From an optimization exercise on the open Yosys and OpenROAD flow, aimed at small area, a short achievable clock period and few clock cycles per item; shortcuts taken in it are not production practice.
Function was not checked in any run shown here: the RTL went through the layout flow alone.

==> flow/design.v (outline; a module is shown in full before it is edited, if it fits) <==
// module add_sub: 7 lines
// module multi: 1786 lines
// module fa: 4 lines
// module ha: 4 lines
module multi #(parameter N = 32) (a,b,clk,out,load,done);
  // ...
==> flow/run.sh <==
#!/bin/bash
# synth_recipe.tcl (not shown) runs the flow's synth.tcl, then flattens the netlist and writes it again
# the make line also repeats each setting of config.mk as NAME=value (left out here)
make -C /OpenROAD-flow-scripts/flow DESIGN_CONFIG=/design/flow/config.mk WORK_HOME=/design/flow/orfs CLKGATE_MAP_FILE= SYNTH_SCRIPT=/design/flow/synth_recipe.tcl finish
==> flow/config.mk <==
export PLATFORM = sky130hd
export DESIGN_NAME = multi
export DESIGN_NICKNAME = multi
export VERILOG_FILES = /design/flow/design.v
export SDC_FILE = /design/flow/constraint.sdc
export NUM_CORES = 4
export LEC_CHECK = 0
export ABC_AREA = 1
export CAP_MARGIN = 20
export CORE_MARGIN = 2
export CORE_UTILIZATION = 55
export SLEW_MARGIN = 20
export SYNTH_HIERARCHICAL = 1
==> flow/constraint.sdc <==
create_clock -name core_clock -period 4.0 [get_ports {clk}]
set_input_delay 0.8000 -clock core_clock [delete_from_list [all_inputs] [get_ports {clk}]]
set_output_delay 0.8000 -clock core_clock [all_outputs]
set_load 0.01 [all_outputs]
==> summary.txt, run 1 <==
Status: finished with violations
Violated checks: negative setup slack
Die Width: 243.9 µm
Share of the synthesized area in the top cell type: 26.88%
Setup TNS: -23250 ps
Root Buffer: clkbuf_16
Startpoint Class: flip-flop
Seq. cell area: 6997 µm²
Ant diodes: 2
Well Taps: 756
Routed via count: 29120
RD Place Congestion: 1.030
Worst Setup SP: r[64]
Cell Rows: 87
Reg with most FFs: r
# setup viols final: 56
Comb_multi_in: 2550
Total GRT Usage: 41.14%
Initial core utilization: 55.93%
Multi-input logic portion of the cell area: 61.07%
PnR worst setup slack: -621.3 ps
==> inputs of run 2 (changes only) <==
--- a/flow/design.v
+++ b/flow/design.v
@@ -5,17 +5,17 @@
 input cin;
 assign add = a + b + cin;
 endmodule
 module multi #(parameter N = 32) (a,b,clk,out,load,done);
   input [N-1:0] a,b;
   input clk,load;
   output [2*N-1:0] out;
   output done;
-  reg [232:0] r;
+  reg [180:0] r;
   reg dn;
   wire one0 = b[0] ^ 1'b0;
   wire two0 = (b[1] & ~b[0] & ~1'b0) | (~b[1] & b[0] & 1'b0);
   wire neg0 = b[1];
   wire one1 = b[2] ^ b[1];
   wire two1 = (b[3] & ~b[2] & ~b[1]) | (~b[3] & b[2] & b[1]);
   wire neg1 = b[3];
   wire one2 = b[4] ^ b[3];
@@ -1311,488 +1311,436 @@
   wire s721 = ~(p12_31 ^ p13_29);
   wire c722 = p12_31 | p13_29;
   wire s723, c724;
   ha us723 (p14_27, p15_25, s723, c724);
   wire s725, c726;
   fa us725 (p12_32, p13_30, p14_28, s725, c726);
   wire s727 = ~p13_31;
   wire c728 = p13_31;
-  always @(posedge clk) begin
-    if (load) begin
-      dn <= 1'b1;
-      r[0] <= p0_0;
-      r[1] <= neg0;
-      r[2] <= p0_1;
-      r[3] <= p0_2;
-      r[4] <= p1_0;
-      r[5] <= neg1;
-      r[6] <= p0_3;
-      r[7] <= p1_1;
-      r[8] <= p0_4;
-      r[9] <= p1_2;
-      r[10] <= p2_0;
-      r[11] <= neg2;
-      r[12] <= p0_5;
-      r[13] <= p1_3;
-      r[14] <= p2_1;
-      r[15] <= s529;
-      r[16] <= p2_2;
-      r[17] <= p3_0;
-      r[18] <= neg3;
-      r[19] <= c530;
-      r[20] <= s531;
-      r[21] <= p2_3;
-      r[22] <= p3_1;
-      r[23] <= c532;
-      r[24] <= s533;
-      r[25] <= s535;
-      r[26] <= neg4;
-      r[27] <= c534;
-      r[28] <= c536;
-      r[29] <= s537;
-      r[30] <= s539;
-      r[31] <= c538;
-      r[32] <= c540;
-      r[33] <= s541;
-      r[34] <= s543;
-      r[35] <= c542;
-      r[36] <= c544;
-      r[37] <= s545;
-      r[38] <= s547;
-      r[39] <= c546;
-      r[40] <= c548;
-      r[41] <= s549;
-      r[42] <= s551;
-      r[43] <= c550;
-      r[44] <= c552;
-      r[45] <= s553;
-      r[46] <= s555;
-      r[47] <= c554;
-      r[48] <= c556;
-      r[49] <= s557;
-      r[50] <= s559;
-      r[51] <= c558;
-      r[52] <= c560;
-      r[53] <= s561;
-      r[54] <= s563;
-      r[55] <= c562;
-      r[56] <= c564;
-      r[57] <= s565;
-      r[58] <= s567;
-      r[59] <= c566;
-      r[60] <= c568;
-      r[61] <= s569;
-      r[62] <= s571;
-      r[63] <= c570;
-      r[64] <= c572;
-      r[65] <= s573;
-      r[66] <= s575;
-      r[67] <= c574;
-      r[68] <= c576;
-      r[69] <= s577;
-      r[70] <= s579;
-      r[71] <= c578;
-      r[72] <= c580;
-      r[73] <= s581;
-      r[74] <= s583;
-      r[75] <= c582;
-      r[76] <= c584;
-      r[77] <= s585;
-      r[78] <= s587;
-      r[79] <= c586;
-      r[80] <= c588;
-      r[81] <= s589;
-      r[82] <= s591;
-      r[83] <= c590;
-      r[84] <= c592;
-      r[85] <= s593;
-      r[86] <= s595;
-      r[87] <= c594;
-      r[88] <= c596;
-      r[89] <= s597;
-      r[90] <= s599;
-      r[91] <= c598;
-      r[92] <= c600;
-      r[93] <= s601;
-      r[94] <= s603;
-      r[95] <= c602;
-      r[96] <= c604;
-      r[97] <= s605;
-      r[98] <= s607;
-      r[99] <= c606;
-      r[100] <= c608;
-      r[101] <= s609;
-      r[102] <= s611;
-      r[103] <= c610;
-      r[104] <= c612;
-      r[105] <= s613;
-      r[106] <= s615;
-      r[107] <= c614;
-      r[108] <= c616;
-      r[109] <= s617;
-      r[110] <= s619;
-      r[111] <= c618;
-      r[112] <= c620;
-      r[113] <= s621;
-      r[114] <= s623;
-      r[115] <= c622;
-      r[116] <= c624;
-      r[117] <= s625;
-      r[118] <= s627;
-      r[119] <= c626;
-      r[120] <= c628;
-      r[121] <= s629;
-      r[122] <= s631;
-      r[123] <= c630;
-      r[124] <= c632;
-      r[125] <= s633;
-      r[126] <= s635;
-      r[127] <= c634;
-      r[128] <= c636;
-      r[129] <= s637;
-      r[130] <= s639;
-      r[131] <= c638;
-      r[132] <= c640;
-      r[133] <= s641;
-      r[134] <= s643;
-      r[135] <= c642;
-      r[136] <= c644;
-      r[137] <= s645;
-      r[138] <= s647;
-      r[139] <= c646;
-      r[140] <= c648;
-      r[141] <= s649;
-      r[142] <= s651;
-      r[143] <= c650;
-      r[144] <= c652;
-      r[145] <= s653;
-      r[146] <= s655;
-      r[147] <= c654;
-      r[148] <= c656;
-      r[149] <= s657;
-      r[150] <= s659;
-      r[151] <= c658;
-      r[152] <= c660;
-      r[153] <= s661;
-      r[154] <= s663;
-      r[155] <= c662;
-      r[156] <= c664;
-      r[157] <= s665;
-      r[158] <= s667;
-      r[159] <= c666;
-      r[160] <= c668;
-      r[161] <= s669;
-      r[162] <= s671;
-      r[163] <= c670;
-      r[164] <= c672;
-      r[165] <= s673;
-      r[166] <= s675;
-      r[167] <= c674;
-      r[168] <= c676;
-      r[169] <= s677;
-      r[170] <= s679;
-      r[171] <= c678;
-      r[172] <= c680;
-      r[173] <= s681;
-      r[174] <= s683;
-      r[175] <= c682;
-      r[176] <= c684;
-      r[177] <= s685;
-      r[178] <= s687;
-      r[179] <= c686;
-      r[180] <= c688;
-      r[181] <= s689;
-      r[182] <= s691;
-      r[183] <= c690;
-      r[184] <= c692;
-      r[185] <= s693;
-      r[186] <= s695;
-      r[187] <= c694;
-      r[188] <= c696;
-      r[189] <= s697;
-      r[190] <= s699;
-      r[191] <= c698;
-      r[192] <= c700;
-      r[193] <= s701;
-      r[194] <= s703;
-      r[195] <= c702;
-      r[196] <= c704;
-      r[197] <= s705;
-      r[198] <= s707;
-      r[199] <= c706;
-      r[200] <= c708;
-      r[201] <= s709;
-      r[202] <= s711;
-      r[203] <= c710;
-      r[204] <= c712;
-      r[205] <= s713;
-      r[206] <= s715;
-      r[207] <= c714;
-      r[208] <= c716;
-      r[209] <= s717;
-      r[210] <= s719;
-      r[211] <= c718;
-      r[212] <= c720;
-      r[213] <= s721;
-      r[214] <= s723;
-      r[215] <= c722;
-      r[216] <= c724;
-      r[217] <= s725;
-      r[218] <= p15_26;
-      r[219] <= c726;
-      r[220] <= s727;
-      r[221] <= p14_29;
-      r[222] <= p15_27;
-      r[223] <= c728;
-      r[224] <= p13_32;
-      r[225] <= p14_30;
-      r[226] <= p15_28;
-      r[227] <= p14_31;
-      r[228] <= p15_29;
-      r[229] <= p14_32;
-      r[230] <= p15_30;
-      r[231] <= p15_31;
-      r[232] <= p15_32;
-    end
-  end
   wire s729, c730;
-  ha us729 (r[8], r[9], s729, c730);
+  ha us729 (p0_4, p1_2, s729, c730);
   wire s731, c732;
-  ha us731 (r[12], r[13], s731, c732);
+  ha us731 (p0_5, p1_3, s731, c732);
   wire s733, c734;
-  fa us733 (r[15], r[16], r[17], s733, c734);
+  fa us733 (s529, p2_2, p3_0, s733, c734);
   wire s735, c736;
-  fa us735 (r[19], r[20], r[21], s735, c736);
+  fa us735 (c530, s531, p2_3, s735, c736);
   wire s737, c738;
-  fa us737 (r[23], r[24], r[25], s737, c738);
+  fa us737 (c532, s533, s535, s737, c738);
   wire s739, c740;
-  fa us739 (r[27], r[28], r[29], s739, c740);
+  fa us739 (c534, c536, s537, s739, c740);
   wire s741, c742;
-  fa us741 (r[31], r[32], r[33], s741, c742);
+  fa us741 (c538, c540, s541, s741, c742);
   wire s743, c744;
-  fa us743 (r[35], r[36], r[37], s743, c744);
+  fa us743 (c542, c544, s545, s743, c744);
   wire s745, c746;
-  fa us745 (r[39], r[40], r[41], s745, c746);
+  fa us745 (c546, c548, s549, s745, c746);
   wire s747, c748;
-  fa us747 (r[43], r[44], r[45], s747, c748);
+  fa us747 (c550, c552, s553, s747, c748);
   wire s749, c750;
-  fa us749 (r[47], r[48], r[49], s749, c750);
+  fa us749 (c554, c556, s557, s749, c750);
   wire s751, c752;
-  fa us751 (r[51], r[52], r[53], s751, c752);
+  fa us751 (c558, c560, s561, s751, c752);
   wire s753, c754;
-  fa us753 (r[55], r[56], r[57], s753, c754);
+  fa us753 (c562, c564, s565, s753, c754);
   wire s755, c756;
-  fa us755 (r[59], r[60], r[61], s755, c756);
+  fa us755 (c566, c568, s569, s755, c756);
   wire s757, c758;
-  fa us757 (r[63], r[64], r[65], s757, c758);
+  fa us757 (c570, c572, s573, s757, c758);
   wire s759, c760;
-  fa us759 (r[67], r[68], r[69], s759, c760);
+  fa us759 (c574, c576, s577, s759, c760);
   wire s761, c762;
-  fa us761 (r[71], r[72], r[73], s761, c762);
+  fa us761 (c578, c580, s581, s761, c762);
   wire s763, c764;
-  fa us763 (r[75], r[76], r[77], s763, c764);
+  fa us763 (c582, c584, s585, s763, c764);
   wire s765, c766;
-  fa us765 (r[79], r[80], r[81], s765, c766);
+  fa us765 (c586, c588, s589, s765, c766);
   wire s767, c768;
-  fa us767 (r[83], r[84], r[85], s767, c768);
+  fa us767 (c590, c592, s593, s767, c768);
   wire s769, c770;
-  fa us769 (r[87], r[88], r[89], s769, c770);
+  fa us769 (c594, c596, s597, s769, c770);
   wire s771, c772;
-  fa us771 (r[91], r[92], r[93], s771, c772);
+  fa us771 (c598, c600, s601, s771, c772);
   wire s773, c774;
-  fa us773 (r[95], r[96], r[97], s773, c774);
+  fa us773 (c602, c604, s605, s773, c774);
   wire s775, c776;
-  fa us775 (r[99], r[100], r[101], s775, c776);
+  fa us775 (c606, c608, s609, s775, c776);
   wire s777, c778;
-  fa us777 (r[103], r[104], r[105], s777, c778);
+  fa us777 (c610, c612, s613, s777, c778);
   wire s779, c780;
-  fa us779 (r[107], r[108], r[109], s779, c780);
+  fa us779 (c614, c616, s617, s779, c780);
   wire s781, c782;
-  fa us781 (r[111], r[112], r[113], s781, c782);
+  fa us781 (c618, c620, s621, s781, c782);
   wire s783, c784;
-  fa us783 (r[115], r[116], r[117], s783, c784);
+  fa us783 (c622, c624, s625, s783, c784);
   wire s785, c786;
-  fa us785 (r[119], r[120], r[121], s785, c786);
+  fa us785 (c626, c628, s629, s785, c786);
   wire s787, c788;
-  fa us787 (r[123], r[124], r[125], s787, c788);
+  fa us787 (c630, c632, s633, s787, c788);
   wire s789, c790;
-  fa us789 (r[127], r[128], r[129], s789, c790);
+  fa us789 (c634, c636, s637, s789, c790);
   wire s791, c792;
-  fa us791 (r[131], r[132], r[133], s791, c792);
+  fa us791 (c638, c640, s641, s791, c792);
   wire s793, c794;
-  fa us793 (r[135], r[136], r[137], s793, c794);
+  fa us793 (c642, c644, s645, s793, c794);
   wire s795, c796;
-  fa us795 (r[139], r[140], r[141], s795, c796);
+  fa us795 (c646, c648, s649, s795, c796);
   wire s797, c798;
-  fa us797 (r[143], r[144], r[145], s797, c798);
+  fa us797 (c650, c652, s653, s797, c798);
   wire s799, c800;
-  fa us799 (r[147], r[148], r[149], s799, c800);
+  fa us799 (c654, c656, s657, s799, c800);
   wire s801, c802;
-  fa us801 (r[151], r[152], r[153], s801, c802);
+  fa us801 (c658, c660, s661, s801, c802);
   wire s803, c804;
-  fa us803 (r[155], r[156], r[157], s803, c804);
+  fa us803 (c662, c664, s665, s803, c804);
   wire s805, c806;
-  fa us805 (r[159], r[160], r[161], s805, c806);
+  fa us805 (c666, c668, s669, s805, c806);
   wire s807, c808;
-  fa us807 (r[163], r[164], r[165], s807, c808);
+  fa us807 (c670, c672, s673, s807, c808);
   wire s809, c810;
-  fa us809 (r[167], r[168], r[169], s809, c810);
+  fa us809 (c674, c676, s677, s809, c810);
   wire s811, c812;
-  fa us811 (r[171], r[172], r[173], s811, c812);
+  fa us811 (c678, c680, s681, s811, c812);
   wire s813, c814;
-  fa us813 (r[175], r[176], r[177], s813, c814);
+  fa us813 (c682, c684, s685, s813, c814);
   wire s815, c816;
-  fa us815 (r[179], r[180], r[181], s815, c816);
+  fa us815 (c686, c688, s689, s815, c816);
   wire s817, c818;
-  fa us817 (r[183], r[184], r[185], s817, c818);
+  fa us817 (c690, c692, s693, s817, c818);
   wire s819, c820;
-  fa us819 (r[187], r[188], r[189], s819, c820);
+  fa us819 (c694, c696, s697, s819, c820);
   wire s821, c822;
-  fa us821 (r[191], r[192], r[193], s821, c822);
+  fa us821 (c698, c700, s701, s821, c822);
   wire s823, c824;
-  fa us823 (r[195], r[196], r[197], s823, c824);
+  fa us823 (c702, c704, s705, s823, c824);
   wire s825, c826;
-  fa us825 (r[199], r[200], r[201], s825, c826);
+  fa us825 (c706, c708, s709, s825, c826);
   wire s827, c828;
-  fa us827 (r[203], r[204], r[205], s827, c828);
+  fa us827 (c710, c712, s713, s827, c828);
   wire s829, c830;
-  fa us829 (r[207], r[208], r[209], s829, c830);
+  fa us829 (c714, c716, s717, s829, c830);
   wire s831, c832;
-  fa us831 (r[211], r[212], r[213], s831, c832);
+  fa us831 (c718, c720, s721, s831, c832);
   wire s833, c834;
-  fa us833 (r[215], r[216], r[217], s833, c834);
+  fa us833 (c722, c724, s725, s833, c834);
   wire s835, c836;
-  fa us835 (r[219], r[220], r[221], s835, c836);
+  fa us835 (c726, s727, p14_29, s835, c836);
   wire s837, c838;
-  fa us837 (r[223], r[224], r[225], s837, c838);
-  wire s839 = ~r[227];
-  wire c840 = r[227];
+  fa us837 (c728, p13_32, p14_30, s837, c838);
+  wire s839 = ~p14_31;
+  wire c840 = p14_31;
+  always @(posedge clk) begin
+    if (load) begin
+      dn <= 1'b1;
+      r[0] <= p0_0;
+      r[1] <= neg0;
+      r[2] <= p0_1;
+      r[3] <= p0_2;
+      r[4] <= p1_0;
+      r[5] <= neg1;
+      r[6] <= p0_3;
+      r[7] <= p1_1;
+      r[8] <= s729;
+      r[9] <= p2_0;
+      r[10] <= neg2;
+      r[11] <= c730;
+      r[12] <= s731;
+      r[13] <= p2_1;
+      r[14] <= c732;
+      r[15] <= s733;
+      r[16] <= neg3;
+      r[17] <= c734;
+      r[18] <= s735;
+      r[19] <= p3_1;
+      r[20] <= c736;
+      r[21] <= s737;
+      r[22] <= neg4;
+      r[23] <= c738;
+      r[24] <= s739;
+      r[25] <= s539;
+      r[26] <= c740;
+      r[27] <= s741;
+      r[28] <= s543;
+      r[29] <= c742;
+      r[30] <= s743;
+      r[31] <= s547;
+      r[32] <= c744;
+      r[33] <= s745;
+      r[34] <= s551;
+      r[35] <= c746;
+      r[36] <= s747;
+      r[37] <= s555;
+      r[38] <= c748;
+      r[39] <= s749;
+      r[40] <= s559;
+      r[41] <= c750;
+      r[42] <= s751;
+      r[43] <= s563;
+      r[44] <= c752;
+      r[45] <= s753;
+      r[46] <= s567;
+      r[47] <= c754;
+      r[48] <= s755;
+      r[49] <= s571;
+      r[50] <= c756;
+      r[51] <= s757;
+      r[52] <= s575;
+      r[53] <= c758;
+      r[54] <= s759;
+      r[55] <= s579;
+      r[56] <= c760;
+      r[57] <= s761;
+      r[58] <= s583;
+      r[59] <= c762;
+      r[60] <= s763;
+      r[61] <= s587;
+      r[62] <= c764;
+      r[63] <= s765;
+      r[64] <= s591;
+      r[65] <= c766;
+      r[66] <= s767;
+      r[67] <= s595;
+      r[68] <= c768;
+      r[69] <= s769;
+      r[70] <= s599;
+      r[71] <= c770;
+      r[72] <= s771;
+      r[73] <= s603;
+      r[74] <= c772;
+      r[75] <= s773;
+      r[76] <= s607;
+      r[77] <= c774;
+      r[78] <= s775;
+      r[79] <= s611;
+      r[80] <= c776;
+      r[81] <= s777;
+      r[82] <= s615;
+      r[83] <= c778;
+      r[84] <= s779;
+      r[85] <= s619;
+      r[86] <= c780;
+      r[87] <= s781;
+      r[88] <= s623;
+      r[89] <= c782;
+      r[90] <= s783;
+      r[91] <= s627;
+      r[92] <= c784;
+      r[93] <= s785;
+      r[94] <= s631;
+      r[95] <= c786;
+      r[96] <= s787;
+      r[97] <= s635;
+      r[98] <= c788;
+      r[99] <= s789;
+      r[100] <= s639;
+      r[101] <= c790;
+      r[102] <= s791;
+      r[103] <= s643;
+      r[104] <= c792;
+      r[105] <= s793;
+      r[106] <= s647;
+      r[107] <= c794;
+      r[108] <= s795;
+      r[109] <= s651;
+      r[110] <= c796;
+      r[111] <= s797;
+      r[112] <= s655;
+      r[113] <= c798;
+      r[114] <= s799;
+      r[115] <= s659;
+      r[116] <= c800;
+      r[117] <= s801;
+      r[118] <= s663;
+      r[119] <= c802;
+      r[120] <= s803;
+      r[121] <= s667;
+      r[122] <= c804;
+      r[123] <= s805;
+      r[124] <= s671;
+      r[125] <= c806;
+      r[126] <= s807;
+      r[127] <= s675;
+      r[128] <= c808;
+      r[129] <= s809;
+      r[130] <= s679;
+      r[131] <= c810;
+      r[132] <= s811;
+      r[133] <= s683;
+      r[134] <= c812;
+      r[135] <= s813;
+      r[136] <= s687;
+      r[137] <= c814;
+      r[138] <= s815;
+      r[139] <= s691;
+      r[140] <= c816;
+      r[141] <= s817;
+      r[142] <= s695;
+      r[143] <= c818;
+      r[144] <= s819;
+      r[145] <= s699;
+      r[146] <= c820;
+      r[147] <= s821;
+      r[148] <= s703;
+      r[149] <= c822;
+      r[150] <= s823;
+      r[151] <= s707;
+      r[152] <= c824;
+      r[153] <= s825;
+      r[154] <= s711;
+      r[155] <= c826;
+      r[156] <= s827;
+      r[157] <= s715;
+      r[158] <= c828;
+      r[159] <= s829;
+      r[160] <= s719;
+      r[161] <= c830;
+      r[162] <= s831;
+      r[163] <= s723;
+      r[164] <= c832;
+      r[165] <= s833;
+      r[166] <= p15_26;
+      r[167] <= c834;
+      r[168] <= s835;
+      r[169] <= p15_27;
+      r[170] <= c836;
+      r[171] <= s837;
+      r[172] <= p15_28;
+      r[173] <= c838;
+      r[174] <= s839;
+      r[175] <= p15_29;
+      r[176] <= c840;
+      r[177] <= p14_32;
+      r[178] <= p15_30;
+      r[179] <= p15_31;
+      r[180] <= p15_32;
+    end
+  end
   wire s841, c842;
   ha us841 (r[3], r[4], s841, c842);
   wire s843, c844;
   ha us843 (r[6], r[7], s843, c844);
   wire s845, c846;
-  fa us845 (s729, r[10], r[11], s845, c846);
+  fa us845 (r[8], r[9], r[10], s845, c846);
   wire s847, c848;
-  fa us847 (c730, s731, r[14], s847, c848);
+  fa us847 (r[11], r[12], r[13], s847, c848);
   wire s849, c850;
-  fa us849 (c732, s733, r[18], s849, c850);
+  fa us849 (r[14], r[15], r[16], s849, c850);
   wire s851, c852;
-  fa us851 (c734, s735, r[22], s851, c852);
+  fa us851 (r[17], r[18], r[19], s851, c852);
   wire s853, c854;
-  fa us853 (c736, s737, r[26], s853, c854);
+  fa us853 (r[20], r[21], r[22], s853, c854);
   wire s855, c856;
-  fa us855 (c738, s739, r[30], s855, c856);
+  fa us855 (r[23], r[24], r[25], s855, c856);
   wire s857, c858;
-  fa us857 (c740, s741, r[34], s857, c858);
+  fa us857 (r[26], r[27], r[28], s857, c858);
   wire s859, c860;
-  fa us859 (c742, s743, r[38], s859, c860);
+  fa us859 (r[29], r[30], r[31], s859, c860);
   wire s861, c862;
-  fa us861 (c744, s745, r[42], s861, c862);
+  fa us861 (r[32], r[33], r[34], s861, c862);
   wire s863, c864;
-  fa us863 (c746, s747, r[46], s863, c864);
+  fa us863 (r[35], r[36], r[37], s863, c864);
   wire s865, c866;
-  fa us865 (c748, s749, r[50], s865, c866);
+  fa us865 (r[38], r[39], r[40], s865, c866);
   wire s867, c868;
-  fa us867 (c750, s751, r[54], s867, c868);
+  fa us867 (r[41], r[42], r[43], s867, c868);
   wire s869, c870;
-  fa us869 (c752, s753, r[58], s869, c870);
+  fa us869 (r[44], r[45], r[46], s869, c870);
   wire s871, c872;
-  fa us871 (c754, s755, r[62], s871, c872);
+  fa us871 (r[47], r[48], r[49], s871, c872);
   wire s873, c874;
-  fa us873 (c756, s757, r[66], s873, c874);
+  fa us873 (r[50], r[51], r[52], s873, c874);
   wire s875, c876;
-  fa us875 (c758, s759, r[70], s875, c876);
+  fa us875 (r[53], r[54], r[55], s875, c876);
   wire s877, c878;
-  fa us877 (c760, s761, r[74], s877, c878);
+  fa us877 (r[56], r[57], r[58], s877, c878);
   wire s879, c880;
-  fa us879 (c762, s763, r[78], s879, c880);
+  fa us879 (r[59], r[60], r[61], s879, c880);
   wire s881, c882;
-  fa us881 (c764, s765, r[82], s881, c882);
+  fa us881 (r[62], r[63], r[64], s881, c882);
   wire s883, c884;
-  fa us883 (c766, s767, r[86], s883, c884);
+  fa us883 (r[65], r[66], r[67], s883, c884);
   wire s885, c886;
-  fa us885 (c768, s769, r[90], s885, c886);
+  fa us885 (r[68], r[69], r[70], s885, c886);
   wire s887, c888;
-  fa us887 (c770, s771, r[94], s887, c888);
+  fa us887 (r[71], r[72], r[73], s887, c888);
   wire s889, c890;
-  fa us889 (c772, s773, r[98], s889, c890);
+  fa us889 (r[74], r[75], r[76], s889, c890);
   wire s891, c892;
-  fa us891 (c774, s775, r[102], s891, c892);
+  fa us891 (r[77], r[78], r[79], s891, c892);
   wire s893, c894;
-  fa us893 (c776, s777, r[106], s893, c894);
+  fa us893 (r[80], r[81], r[82], s893, c894);
   wire s895, c896;
-  fa us895 (c778, s779, r[110], s895, c896);
+  fa us895 (r[83], r[84], r[85], s895, c896);
   wire s897, c898;
-  fa us897 (c780, s781, r[114], s897, c898);
+  fa us897 (r[86], r[87], r[88], s897, c898);
   wire s899, c900;
-  fa us899 (c782, s783, r[118], s899, c900);
+  fa us899 (r[89], r[90], r[91], s899, c900);
   wire s901, c902;
-  fa us901 (c784, s785, r[122], s901, c902);
+  fa us901 (r[92], r[93], r[94], s901, c902);
   wire s903, c904;
-  fa us903 (c786, s787, r[126], s903, c904);
+  fa us903 (r[95], r[96], r[97], s903, c904);
   wire s905, c906;
-  fa us905 (c788, s789, r[130], s905, c906);
+  fa us905 (r[98], r[99], r[100], s905, c906);
   wire s907, c908;
-  fa us907 (c790, s791, r[134], s907, c908);
+  fa us907 (r[101], r[102], r[103], s907, c908);
   wire s909, c910;
-  fa us909 (c792, s793, r[138], s909, c910);
+  fa us909 (r[104], r[105], r[106], s909, c910);
   wire s911, c912;
-  fa us911 (c794, s795, r[142], s911, c912);
+  fa us911 (r[107], r[108], r[109], s911, c912);
   wire s913, c914;
-  fa us913 (c796, s797, r[146], s913, c914);
+  fa us913 (r[110], r[111], r[112], s913, c914);
   wire s915, c916;
-  fa us915 (c798, s799, r[150], s915, c916);
+  fa us915 (r[113], r[114], r[115], s915, c916);
   wire s917, c918;
-  fa us917 (c800, s801, r[154], s917, c918);
+  fa us917 (r[116], r[117], r[118], s917, c918);
   wire s919, c920;
-  fa us919 (c802, s803, r[158], s919, c920);
+  fa us919 (r[119], r[120], r[121], s919, c920);
   wire s921, c922;
-  fa us921 (c804, s805, r[162], s921, c922);
+  fa us921 (r[122], r[123], r[124], s921, c922);
   wire s923, c924;
-  fa us923 (c806, s807, r[166], s923, c924);
+  fa us923 (r[125], r[126], r[127], s923, c924);
   wire s925, c926;
-  fa us925 (c808, s809, r[170], s925, c926);
+  fa us925 (r[128], r[129], r[130], s925, c926);
   wire s927, c928;
-  fa us927 (c810, s811, r[174], s927, c928);
+  fa us927 (r[131], r[132], r[133], s927, c928);
   wire s929, c930;
-  fa us929 (c812, s813, r[178], s929, c930);
+  fa us929 (r[134], r[135], r[136], s929, c930);
   wire s931, c932;
-  fa us931 (c814, s815, r[182], s931, c932);
+  fa us931 (r[137], r[138], r[139], s931, c932);
   wire s933, c934;
-  fa us933 (c816, s817, r[186], s933, c934);
+  fa us933 (r[140], r[141], r[142], s933, c934);
   wire s935, c936;
-  fa us935 (c818, s819, r[190], s935, c936);
+  fa us935 (r[143], r[144], r[145], s935, c936);
   wire s937, c938;
-  fa us937 (c820, s821, r[194], s937, c938);
+  fa us937 (r[146], r[147], r[148], s937, c938);
   wire s939, c940;
-  fa us939 (c822, s823, r[198], s939, c940);
+  fa us939 (r[149], r[150], r[151], s939, c940);
   wire s941, c942;
-  fa us941 (c824, s825, r[202], s941, c942);
+  fa us941 (r[152], r[153], r[154], s941, c942);
   wire s943, c944;
-  fa us943 (c826, s827, r[206], s943, c944);
+  fa us943 (r[155], r[156], r[157], s943, c944);
   wire s945, c946;
-  fa us945 (c828, s829, r[210], s945, c946);
+  fa us945 (r[158], r[159], r[160], s945, c946);
   wire s947, c948;
-  fa us947 (c830, s831, r[214], s947, c948);
+  fa us947 (r[161], r[162], r[163], s947, c948);
   wire s949, c950;
-  fa us949 (c832, s833, r[218], s949, c950);
+  fa us949 (r[164], r[165], r[166], s949, c950);
   wire s951, c952;
-  fa us951 (c834, s835, r[222], s951, c952);
+  fa us951 (r[167], r[168], r[169], s951, c952);
   wire s953, c954;
-  fa us953 (c836, s837, r[226], s953, c954);
+  fa us953 (r[170], r[171], r[172], s953, c954);
   wire s955, c956;
-  fa us955 (c838, s839, r[228], s955, c956);
+  fa us955 (r[173], r[174], r[175], s955, c956);
   wire s957, c958;
-  fa us957 (c840, r[229], r[230], s957, c958);
-  wire s959 = ~r[231];
-  wire c960 = r[231];
+  fa us957 (r[176], r[177], r[178], s957, c958);
+  wire s959 = ~r[179];
+  wire c960 = r[179];
   wire [2*N-1:0] x0 = {1'b1, c960, c958, c956, c954, c952, c950, c948, c946, c944, c942, c940, c938, c936, c934, c932, c930, c928, c926, c924, c922, c920, c918, c916, c914, c912, c910, c908, c906, c904, c902, c900, c898, c896, c894, c892, c890, c888, c886, c884, c882, c880, c878, c876, c874, c872, c870, c868, c866, c864, c862, c860, c858, c856, c854, c852, c850, c848, c846, c844, c842, s841, r[2], r[0]};
-  wire [2*N-1:0] x1 = {1'b0, r[232], s959, s957, s955, s953, s951, s949, s947, s945, s943, s941, s939, s937, s935, s933, s931, s929, s927, s925, s923, s921, s919, s917, s915, s913, s911, s909, s907, s905, s903, s901, s899, s897, s895, s893, s891, s889, s887, s885, s883, s881, s879, s877, s875, s873, s871, s869, s867, s865, s863, s861, s859, s857, s855, s853, s851, s849, s847, s845, s843, r[5], 1'b0, r[1]};
+  wire [2*N-1:0] x1 = {1'b0, r[180], s959, s957, s955, s953, s951, s949, s947, s945, s943, s941, s939, s937, s935, s933, s931, s929, s927, s925, s923, s921, s919, s917, s915, s913, s911, s909, s907, s905, s903, s901, s899, s897, s895, s893, s891, s889, s887, s885, s883, s881, s879, s877, s875, s873, s871, s869, s867, s865, s863, s861, s859, s857, s855, s853, s851, s849, s847, s845, s843, r[5], 1'b0, r[1]};
   assign out = x0 + x1;
   assign done = dn;
 endmodule
 module fa (input x, input y, input z, output s, output c);
   assign s = x ^ y ^ z;
   assign c = (x & y) | (x & z) | (y & z);
 endmodule
 module ha (input x, input y, output s, output c);
==> run 2 against run 1 <==
  * Still fails the layout checks on negative setup slack
  * Setup slack better by 530 ps
  * Worst hold slack better by 250 ps
==> summary.txt, run 2 <==
Worst path cell trace: buf_12 -> nand2_8 -> inv_4 -> nor2_4 -> clkinvlp_4 -> buf_12 -> buf_8 -> o22ai_4 -> xor2_2 -> fa_1 -> fa_2 -> fa_2 -> fa_2 -> fa_2
Number of warnings issued by yosys: 7
Routed len/inst: 26.70 µm
GR Overflow Total: 0
Clk slew on worst S/H paths: 90 ps
Crit-path max FO: 4
Critical path data arrival time: 4300 ps
Mapped Cells: 3401
Largest regs: r (181)
Max clock buf depth: 2
Area growth syn-to-layout: 28.71%
Clk sinks: 181
Post-Syn Area: 29910 µm²
Hold WC Path Type: in2reg
RSZ-0062 raised after global routing: true
Startpoint Class: primary input
Endpoint type of the worst setup path: flip-flop
Die area: 56260 µm²
Inserted Clock Buffers: 17
Count leader, synth: nand2_1
Max reg flops: 181
Worst-Margin Slew: 839.3 ps
Commonest non-fill, non-tap cell in the layout: nand2_1
Routed WL: 118.3 mm
Relative slew slack: 44.05%
Syn Area/Cell: 8.794 µm²
Maximum capacitance violations: 0
Final ANT Viol Nets: 0
PortBufs: 129
Most frequent CP cell: fa_2
Top cells by count, synth: nand2_1, xor2_1, o22ai_1
Post-synthesis sequential area ratio: 18.17%
CTS tree: yes
Reg with most FFs: r
Total GRT Usage: 41.63% (+0.49 points)
# setup viols final: 5 (-91%)
Routed via count: 27720 (-4.8%)
Tcrit/Tclk final: 102.3%
Net count after synthesis: 4004
Final Util: 71.54%
Number of DRC markers in iteration 0: 3152
Root Buffer: clkbuf_16
Critical path type: in2reg
Vias in the first global route: 27600
Die Width: 237.2 µm (-2.8%)
First-pass GRT wire length: 172.8 mm
Final max-slew violation count: 0
Yosys reg bits: 181
Yosys cell types: 35
Slowest CP cell: fa_1
Final hold vios: 0
Status: finished with violations
Initial core utilization: 55.58% (-0.35 points)
Tmin final: 4091 ps
Violated checks: negative setup slack
Most frequent cells in the layout: nand2_1, xor2_1, o22ai_1, inv_1, buf_4
DRC: 0
Post-synth top flop: edfxtp_1
Max Fclk: 0.2444 GHz
IO Pins: 131
Post-synth ARST share: 0%
Via/cell ratio: 6.252
Share of the synthesized area in the top cell type: 28.45% (+1.6 points)
CP Data Required Time: 4210 ps
PnR worst setup slack: -91.26 ps (+530.0 ps)
Hold Buf Count CTS: 0
Yosys top cell by area: fa_1
Cell Rows: 85 (-2.3%)
Top post-synthesis cells by area: fa_1, edfxtp_1, xor2_1
CP peak stage delay: 580 ps
Number of nets in the layout: 4323
Placeable Area: 53810 µm²
Router iterations before antenna repair: 6
CTS H-tree lvls: 4
RD Place Congestion: 1.035 (+0.49%)
DP HPWL: 90.59 mm
Pin count of the biggest net entering global routing: 71
Layout cells sized above 1: 29.76%
DIE HEIGHT: 237.2 µm
Setup TNS: -141.2 ps (+23110 ps)
Antenna violations before repair: 11
EDFF count, synth: 181
==> run 2: critical path, delay by kind of cell <==
family / cells / cell delay [ps]
buf+inv: 5 / 580
simple gates: 2 / 180
compound gates: 1 / 170
fa+ha+maj: 5 / 2460
xor+xnor: 1 / 100
==> run 2: routing by layer <==
metal	part of all wire, %	wire, µm	global-route usage, %
met5	0.022	26	0
met4	7.8	9254	24.83
met3	11	12450	9.151
met2	45	52840	64.31
met1	37	43780	54.10
==> run 2: layout make-up <==
class / count / area [µm²]
clock inverter: 15 / 192.7
multi-input combinational: 2552 / 24740
antenna: 4 / 10.01
fill: 4035 / 15320
sequential: 181 / 5435
clock buffer: 17 / 425.4
inverter: 410 / 1579
tap: 696 / 870.8
timing repair buffer: 558 / 5241
==> run 2: what timing repair did <==
action / 4_1_cts / 5_1_grt
resized for setup: 393 / 346
buffers inserted: 30 / 28
setup endpoints to repair: 127 / 91
pin swaps: 98 / 157
gates cloned: 7 / 5
==> run 2: stage by stage <==
step | cells | hold WS, ps | setup WS [ps] | instance area (µm²)
2_1_floorplan | 3401 | 898.9 | -191.3 | 30780
4_1_cts | 4397 | 910.9 | -221.7 | 37140
5_1_grt | 4431 | 903.5 | -139.8 | 38490
3_3_place_gp | 4331 | 1375 | -844.6 | 34750
3_5_place_dp | 4331 | 1392 | -870.0 | 34750
6_report | 4433 | 924.3 | -91.26 | 38500
==> run 2: cell families after synthesis <==
kind of cell / synth area share (%)
other cells: 0.01254
flops: 18.17
simple gates: 11.57
compound gates: 12.32
buf+inv: 8.923
xor+xnor: 15.87
fa+ha+maj: 33.13
==> run 2: worst paths after layout <==
check,start,end,slack (ps),cells after the start
worst max-delay path,b[1],r[87],-90,14
worst min-delay path,load,r[132],920,1
==> run 2: per-module statistics from Yosys (local to each module, per instance) <==
| module | cells | area, µm² |
|---|---|---|
| multi | 2937 | 20910 |
| fa | 1 | 20.02 |
| ha | 1 | 12.51 |

## re-timing with driven ports
In the flow no input, the clock included, has a driving cell. The finished layouts below were timed again as built, in two steps. Step 1: set_driving_cell puts a clkbuf_16 on clk and a buf_2 on each other input, an assumption about the parent block. Step 2 moves the port delays by t, midway between the first and last clock arrival at a register: inputs arrive t later, outputs are due t later. That takes back most of the time a late clock gives input paths. Three values: no drivers, after step 1, after step 2; two values: the first two.
| run | t, ns | setup slack, ns | hold slack, ns | worst setup path at the end | latest minus earliest clock arrival (ns) |
|---|---|---|---|---|---|
| run 1 | 0.641 | -0.621 / -0.683 / -0.575 | 0.674 / 0.650 / 1.291 | input to register | 0.027 / 0.028 |
| run 2 | 0.520 | -0.091 / -0.089 / -0.609 | 0.924 / 0.894 / 1.414 | input to register | 0.018 / 0.018 |
The setup slack of run 2, which loses most, moves by +0.002 ns with the drivers and by -0.518 ns with both steps.
